Context: an optimization exercise on an open-source flow, tuned for small area and a short achievable clock period. The choices shown serve that exercise and are no tape-out recipe. In this exercise RTL edits were held to simulation tests only and were not proved equivalent to the original. No activity file was given, so power comes from the tool's default toggle rates.

--- flow/run.sh ---
#!/bin/bash
# synth_recipe.tcl (not shown) runs the flow's synth.tcl, then flattens the netlist and writes it again
# the make line also repeats each setting of config.mk as NAME=value (left out here)
make -C /OpenROAD-flow-scripts/flow DESIGN_CONFIG=/design/flow/config.mk WORK_HOME=/design/flow/orfs CLKGATE_MAP_FILE= SYNTH_SCRIPT=/design/flow/synth_recipe.tcl finish
--- flow/config.mk ---
export PLATFORM = sky130hd
export DESIGN_NAME = fpadder
export DESIGN_NICKNAME = fpadder
export VERILOG_FILES = /design/flow/design.v
export SDC_FILE = /design/flow/constraint.sdc
export NUM_CORES = 4
export LEC_CHECK = 0
export CAP_MARGIN = 20
export CORE_MARGIN = 2
export CORE_UTILIZATION = 40
export PLACE_DENSITY = 0.6
export SLEW_MARGIN = 20
--- flow/constraint.sdc ---
create_clock -name core_clock -period 6.5 [get_ports {clk}]
set_input_delay 1.3000 -clock core_clock [delete_from_list [all_inputs] [get_ports {clk}]]
set_output_delay 1.3000 -clock core_clock [all_outputs]
set_load 0.01 [all_outputs]
--- flow/design.v ---
module leading_one_detector #(
    parameter int WIDTH = 8
) (
    input [WIDTH-1:0] value,
    output reg [$clog2(WIDTH)-1:0] position,
    output reg has_leading_one
);
    integer i;
    reg stop_bit;
    always_comb begin
        position = {$clog2(WIDTH) {1'b0}};
        has_leading_one = value != 0;
        stop_bit = 1'b0;
        for (i = 0; i < WIDTH; i = i + 1) begin
            if (value[i] == 1'b1) begin
                position = i[$clog2(WIDTH)-1:0];
            end
        end
    end
endmodule
module result_rounder #(
    parameter int EXPONENT_WIDTH = 8,
    parameter int MANTISSA_WIDTH = 23,
    parameter int ROUND_TO_NEAREST_TIES_TO_EVEN = 1,   
    parameter int ROUNDING_BITS = 3   
) (
    input [EXPONENT_WIDTH-1:0] non_rounded_exponent,
    input [MANTISSA_WIDTH-1:0] non_rounded_mantissa,
    input [ROUNDING_BITS-1:0] rounding_bits,
    output reg [EXPONENT_WIDTH-1:0] rounded_exponent,
    output reg [MANTISSA_WIDTH-1:0] rounded_mantissa,
    output reg overflow_flag
);
    reg is_halfway;
    always_comb begin
        overflow_flag = 1'b0;
        rounded_mantissa = non_rounded_mantissa;
        rounded_exponent = non_rounded_exponent;
        if (ROUND_TO_NEAREST_TIES_TO_EVEN == 1) begin
            is_halfway = rounding_bits == {1'b1, {(ROUNDING_BITS - 1) {1'b0}}};
            if ((is_halfway && non_rounded_mantissa[0] == 1'b1) || (!is_halfway && rounding_bits[ROUNDING_BITS-1] == 1'b1)) begin
                rounded_mantissa = non_rounded_mantissa + 1;
                if (rounded_mantissa == 0) begin
                    rounded_exponent = non_rounded_exponent + 1;
                    if (rounded_exponent == {EXPONENT_WIDTH{1'b1}}) begin
                        rounded_exponent = {EXPONENT_WIDTH{1'b1}};
                        rounded_mantissa = {MANTISSA_WIDTH{1'b0}};
                        overflow_flag = 1'b1;
                    end
                end
            end
        end
    end
endmodule
module fpadder #(
    parameter int EXPONENT_WIDTH = 11,
    parameter int MANTISSA_WIDTH = 52,
    parameter int ROUND_TO_NEAREST_TIES_TO_EVEN = 1,
    parameter int IGNORE_SIGN_BIT_FOR_NAN = 1,
    parameter int FloatBitWidth = EXPONENT_WIDTH + MANTISSA_WIDTH + 1
) (
    input logic clk,
    input logic rst_N_in,
    input logic [FloatBitWidth-1:0] a,
    input logic [FloatBitWidth-1:0] b,
    input logic valid_in,
    input logic subtract,
    output logic [FloatBitWidth-1:0] out,
    output logic valid_out,
    output logic underflow_flag,
    output logic overflow_flag,
    output logic invalid_operation_flag
);
    localparam int RoundingBits = MANTISSA_WIDTH;
    localparam int TrueRoundingBits = RoundingBits * ROUND_TO_NEAREST_TIES_TO_EVEN;
    logic s0_valid;
    logic [FloatBitWidth-1:0] s0_a, s0_b;
    logic s0_subtract;
    always_ff @(posedge clk) begin
        if (~rst_N_in) s0_valid <= 0;
        else begin
            s0_valid <= valid_in;
            s0_a <= a;
            s0_b <= b;
            s0_subtract <= subtract;
        end
    end
    logic s1_valid;
    logic s1_a_sign, s1_b_sign;
    logic [EXPONENT_WIDTH-1:0] s1_a_exp, s1_b_exp;
    logic [MANTISSA_WIDTH-1:0] s1_a_man, s1_b_man;
    logic s1_a_implicit, s1_b_implicit;
    always_ff @(posedge clk) begin
        if (~rst_N_in) s1_valid <= 0;
        else begin
            s1_valid <= s0_valid;
            s1_a_sign <= s0_a[FloatBitWidth-1];
            s1_b_sign <= s0_subtract ? ~s0_b[FloatBitWidth-1] : s0_b[FloatBitWidth-1];
            s1_a_exp <= s0_a[FloatBitWidth-2 -: EXPONENT_WIDTH];
            s1_b_exp <= s0_b[FloatBitWidth-2 -: EXPONENT_WIDTH];
            s1_a_man <= s0_a[MANTISSA_WIDTH-1:0];
            s1_b_man <= s0_b[MANTISSA_WIDTH-1:0];
            s1_a_implicit <= (s0_a[FloatBitWidth-2 -: EXPONENT_WIDTH] != 0);
            s1_b_implicit <= (s0_b[FloatBitWidth-2 -: EXPONENT_WIDTH] != 0);
        end
    end
    logic s2_valid;
    logic s2_sign_large, s2_sign_small;
    logic [MANTISSA_WIDTH+TrueRoundingBits:0] s2_large_man, s2_small_man;
    logic [EXPONENT_WIDTH-1:0] s2_large_exp;
    logic [EXPONENT_WIDTH:0] s2_exp_diff;
    always_ff @(posedge clk) begin
        if (~rst_N_in) s2_valid <= 0;
        else begin
            s2_valid <= s1_valid;
            if (s1_a_exp >= s1_b_exp) begin
                s2_large_exp <= s1_a_exp;
                s2_exp_diff <= s1_a_exp - s1_b_exp;
                s2_large_man <= {s1_a_implicit, s1_a_man} << TrueRoundingBits;
                s2_small_man <= ({s1_b_implicit, s1_b_man} << TrueRoundingBits) >> (s1_a_exp - s1_b_exp);
                s2_sign_large <= s1_a_sign;
                s2_sign_small <= s1_b_sign;
            end else begin
                s2_large_exp <= s1_b_exp;
                s2_exp_diff <= s1_b_exp - s1_a_exp;
                s2_large_man <= {s1_b_implicit, s1_b_man} << TrueRoundingBits;
                s2_small_man <= ({s1_a_implicit, s1_a_man} << TrueRoundingBits) >> (s1_b_exp - s1_a_exp);
                s2_sign_large <= s1_b_sign;
                s2_sign_small <= s1_a_sign;
            end
        end
    end
    logic s3_valid;
    logic s3_sign_out;
    logic [MANTISSA_WIDTH+TrueRoundingBits+2:0] s3_sum;
    logic [EXPONENT_WIDTH-1:0] s3_exp;
    always_ff @(posedge clk) begin
        if (~rst_N_in) s3_valid <= 0;
        else begin
            s3_valid <= s2_valid;
            s3_exp <= s2_large_exp;
            if (s2_sign_large == s2_sign_small) begin
                s3_sum <= s2_large_man + s2_small_man;
                s3_sign_out <= s2_sign_large;
            end else if (s2_large_man >= s2_small_man) begin
                s3_sum <= s2_large_man - s2_small_man;
                s3_sign_out <= s2_sign_large;
            end else begin
                s3_sum <= s2_small_man - s2_large_man;
                s3_sign_out <= s2_sign_small;
            end
        end
    end
    logic s4_valid;
    logic [MANTISSA_WIDTH+TrueRoundingBits+2:0] s4_sum;
    logic [EXPONENT_WIDTH-1:0] s4_exp;
    logic s4_sign;
    logic [$clog2(MANTISSA_WIDTH+TrueRoundingBits+3)-1:0] s4_leading_pos;
    logic s4_has_leading;
    wire [$clog2(MANTISSA_WIDTH+TrueRoundingBits+3)-1:0] s3_leading_pos;
    wire s3_has_leading;
    leading_one_detector #(
        .WIDTH(MANTISSA_WIDTH + TrueRoundingBits + 3)
    ) lod_inst (
        .value(s3_sum),
        .position(s3_leading_pos),
        .has_leading_one(s3_has_leading)
    );
    always_ff @(posedge clk) begin
        if (~rst_N_in) s4_valid <= 0;
        else begin
            s4_valid <= s3_valid;
            s4_leading_pos <= s3_leading_pos;
            s4_has_leading <= s3_has_leading;
            s4_sum <= s3_sum;
            s4_exp <= s3_exp;
            s4_sign <= s3_sign_out;
        end
    end
    logic s5_valid;
    logic [MANTISSA_WIDTH-1:0] s5_man;
    logic [RoundingBits-1:0] s5_round_bits;
    logic [EXPONENT_WIDTH-1:0] s5_exp;
    logic s5_sign;
    always_ff @(posedge clk) begin
        if (~rst_N_in) s5_valid <= 0;
        else begin
            s5_valid <= s4_valid;
            if (s4_has_leading) begin
                logic [MANTISSA_WIDTH+TrueRoundingBits+2:0] shifted;
                int shift_amt;
                shift_amt = s4_leading_pos - (MANTISSA_WIDTH + RoundingBits);
                if (shift_amt > 0) shifted = s4_sum >> shift_amt;
                else shifted = s4_sum << -shift_amt;
                s5_man <= shifted[MANTISSA_WIDTH+RoundingBits-1:RoundingBits];
                s5_round_bits <= shifted[RoundingBits-1:0];
                s5_exp <= s4_exp + shift_amt;
            end else begin
                s5_man <= 0;
                s5_round_bits <= 0;
                s5_exp <= 0;
            end
            s5_sign <= s4_sign;
        end
    end
    logic s6_valid;
    logic [FloatBitWidth-1:0] s6_out;
    logic s6_underflow, s6_overflow;
    wire [MANTISSA_WIDTH-1:0] round_man;
    wire [EXPONENT_WIDTH-1:0] round_exp;
    wire round_ovf;
    result_rounder #(
        .EXPONENT_WIDTH(EXPONENT_WIDTH),
        .MANTISSA_WIDTH(MANTISSA_WIDTH),
        .ROUND_TO_NEAREST_TIES_TO_EVEN(ROUND_TO_NEAREST_TIES_TO_EVEN),
        .ROUNDING_BITS(RoundingBits)
    ) rounder (
        .non_rounded_exponent(s5_exp),
        .non_rounded_mantissa(s5_man),
        .rounding_bits(s5_round_bits),
        .rounded_exponent(round_exp),
        .rounded_mantissa(round_man),
        .overflow_flag(round_ovf)
    );
    always_ff @(posedge clk) begin
        if (~rst_N_in) s6_valid <= 0;
        else begin
            s6_valid <= s5_valid;
            s6_out <= {s5_sign, round_exp, round_man};
            s6_underflow <= (s5_exp == 0);
            s6_overflow <= round_ovf;
        end
    end
    assign out = s6_out;
    assign valid_out = s6_valid;
    assign underflow_flag = s6_underflow;
    assign overflow_flag = s6_overflow;
    assign invalid_operation_flag = 0;  
endmodule
==> impl_results.md <==
* Setup Fix Bufs, Post-CTS at 0
* Clk latency of the worst-skew pair at just under 800 ps
* Count leader, synth: nand2_1
* FFs w/ async S/R, synth at 0%
* Design Area, Final at around 75000 µm²
* Final setup fails at 0
* Top_reg_cell synth: edfxtp_1
* Worst ir drop on vdd at 0.000298 V
* Hold Crit Start: s0_a[13]
* Clock network fraction of design power at 22.6%
* Grt ovf at 0
* Register Area at ~26000 µm²
* Post-synthesis mux area share at a little over an eighth
* Die Area at between 150000 and 200000 µm²
* Hold Vio Cnt, Final at 0
* XOR/XNOR Fraction of Synth Area at just under 3%
* Utilization after layout at a little under half
* Critical path peak fanout at 23
* Core area at ~170000 µm²
* CP Launch Type: register
* TritonRoute pass-1 iters at 9
* Initial antenna violation count at 36
* Slowest-stage cell, CP: nor3_1
* Status: no timing/DRC/antenna violations
* Main combinational cell family by area after synthesis: compound AO/OA/AOI/OAI gates
* Multi-input logic area at approximately 38000 µm²
* Total number of vias at 61400
* Worst-path clk slew at ~70 ps
* Adder-cell share of the synthesized area at a little over 4%
* Final wirelength at between 300000 and 400000 µm
* Syn Inst Count at ~7400
* Synth Register Bits at 865
* Port Buffers at between 150 and 200
* Warnings, synthesis at 3
* DRT iter0 DRCs at just over 8000
* FILL cells at 16000
* Hpwl dp at approximately 260000 µm
* DR WL/cell at between 30 and 40 µm
* Max-cap viol count at 0
* Crit path from: s1_a_exp[2]
* Leakage power at 28.0 nW
* Antenna viol nets, final at 0
* CTS Buffer Depth at 3
* Clock Sink Count at 865
* CTS Buf Count at slightly below 100
* Synth top area cells: edfxtp_1, mux2i_1, nand2_1
* Synthesis-to-finish area growth at 12.9%
* Data required time of the worst path at between 6000 and 7000 ps
* Max Clock Freq at around 170 MHz
* Crit-path cells: inv_1 -> ha_1 -> a21o_1 -> a21oi_1 -> o21ai_0 -> a21oi_1 -> or4b_2 -> o21ba_2 -> o32ai_4 -> buf_4 -> nand2_1 -> nor3_1 -> a21oi_1 -> o22ai_2
* Placed cell areas at a little over 70000 µm²
* Fin Clk Skew at slightly above 50 ps
* Die width at around 400 µm
* # rows at 149
* Mapped cell area at roughly 67000 µm²
* Largest net degree at the start of global routing at approximately 170
* Final routed DRC violation total at 0
* Vias/cell at between 6 and 7
* CTS Root Cell: clkbuf_16
* CTS tree: done
* Cell area power density at 351 nW/µm²
* Gates resized, CTS repair at 0
* Compound-Gate Fraction of Synth Area at roughly 18%
* Final estimated routing congestion in global placement at about 1.1
* Worst Setup Path Type: register to register
* Internal Pwr Total at 0.0144 W
* Crit path largest cell delay at 890 ps
* H-tree levels at 3
* Commonest cells in the netlist: nand2_1, edfxtp_1, nor2_1
* Tightest Pin Transition at ~1200 ps
* Hold-fix buffers, CTS at 0
* Number of top-level pins at 200
* Reg power frac at between 30 and 40%
* Sw power at 0.0120 W
* Setup TNS at 0 ps
* Fin. max-slew vios at 0
* Worst rel slew slack at 14.9%
* Mean Syn Cell Area at 9.05 µm²
* Fraction of layout cells with a size suffix above 1 at between 10% and 20%
* Minimum clock period at roughly 6000 ps
* Crit path top cell by count: a21oi_1
* Initial Utilization at about two fifths
* Library cells used by synthesis at 97
* Yosys top cell by area: edfxtp_1
* First-pass GRT wire length at about 450000 µm
* Number of flops mapped to enable cells by yosys at 858
* FF-to-FF Start: s1_a_exp[2]
* Combinational fraction of design power at 47.2%
* Sw Share at 45.4%
* Die Ht at between 400 and 500 µm
* RSZ-0062 raised after global routing: false
* Post-synth top area share at around two fifths
* Worst Hold Class: register to register
* Fin crit share at 92.6%
* Mapped Nets at slightly below 8000
* GRT Overall Usage at a little under two fifths
* Worst EP arrival at 6440 ps
* Worst setup EP type: register
* Sequential area share after synthesis at 38.9%
* Vias in the first global route at between 50000 and 60000
* Final net count at 7700
* Simple-gate share of the synthesized area at about 18%
==> worst max-delay path: cells and delay by family (launching register included) <==
kind	cells	cell delay (ps)
adder cells (fa/ha/maj)	1	670
buffers and inverters	2	450
AO/OA/AOI/OAI	8	2470
flip-flops	1	370
AND/OR/NAND/NOR	3	1680
==> power groups by stage <==
stage          logic (W)  registers, W  clock network, W
3_3_place_gp      0.0121       0.00803                 0
6_report          0.0124       0.00797           0.00597
4_1_cts           0.0120       0.00794           0.00607
3_5_place_dp      0.0120       0.00805                 0
5_1_grt           0.0129       0.00805           0.00628
2_1_floorplan    0.00718       0.00763                 0
==> layer usage <==
layer	global-route usage (%)	part of all wire, %
met5	0	0.031
met4	23.8	7.6
met3	7.54	8.2
met2	58.2	45
met1	47.4	39
==> cell usage in the layout (no fill, tap or decap), drive strengths merged, types with 50 or more instances in the layout <==
cell           count
nor2b             54
mux2i            429
a211oi            88
xnor2            160
nor3             189
or3               58
nand3            130
xor2              62
a21o              70
and2              67
mux2             103
inv              263
nand2b            50
nand2            988
clkbuf           112
o22ai             79
edfxtp           858
nand4             66
clkdlybuf4s50    197
ha               206
buf              213
o211ai           150
a21oi            513
nor2             840
o21a              57
a31oi             90
nor4              85
mux4             157
o21ai            499
==> logic make-up (layout without fill, tap and decap cells) <==
| group | Yosys count | after routing |
|---|---|---|
| AND/OR/NAND/NOR | 2657 | 2657 |
| AO/OA/AOI/OAI | 1949 | 1949 |
| flip-flops | 865 | 865 |
| buffers and inverters | 765 | 846 |
| multiplexers | 689 | 689 |
| XOR/XNOR | 222 | 222 |
| adder cells (fa/ha/maj) | 211 | 211 |
| other | 1 | 20 |
==> sequential cells by signal (all words and copies together) (netlist names), 53 cells and up <==
| name | count |
|---|---|
| s4_sum | 107 |
| s2_large_man | 53 |
| s0_b | 64 |
| s0_a | 64 |
| s6_out | 64 |
| s2_small_man | 105 |
| s3_sum | 107 |
==> path summary, 6_finish.rpt <==
check	end	slack [ps]	cells after the start
hold / removal	s1_a_man[13]	400	0
setup reg to reg	s2_small_man[71]	480	14
hold reg to reg	s1_a_man[13]	400	0
setup / recovery	s2_small_man[71]	480	14
==> area by class of cell <==
type	count	area share [%]
Antenna cell	19	0.0632
Clock buffer	112	3.40
Clock inverter	72	1.19
Inverter	252	1.26
Multi-Input combinational cell	5729	50.8
Sequential cell	865	34.5
Tap cell	2189	3.64
Timing Repair Buffer	410	5.14
==> stage by stage <==
step / hold WS, ps / worst slack, ps / total power, W / cells
after floorplan: 400 / 443 / 0.0148 / 7359
after global placement: 401 / 374 / 0.0201 / 9439
after detailed placement: 405 / 918 / 0.0200 / 9444
after CTS: 397 / 833 / 0.0260 / 9628
after global routing: 404 / 487 / 0.0273 / 9636
final: 400 / 483 / 0.0264 / 9648

re-timing with driven ports:
No port has a modelled driver above. Below, the same layout with a new extraction and two added sets of constraints. Step 1: set_driving_cell puts a clkbuf_16 on clk and a buf_2 on each other input, an assumption about the parent block. Step 2 moves the port delays by t, midway between the first and last clock arrival at a register: inputs arrive t later, outputs are due t later. That takes back most of the time a late clock gives input paths. Slacks: ideal / step 1 / step 2; pairs: ideal / step 1.
shift t [ns]: 0.845
setup WS [ns]: 0.483 / 0.483 / 0.483
worst hold slack (ns): 0.400 / 0.400 / 0.400
worst data-port slew with drivers (ns): 0.15
After both steps setup and hold are still met in this run. For this run, drivers alone change the setup slack by 0.000 ns; drivers and shift together by 0.000 ns.
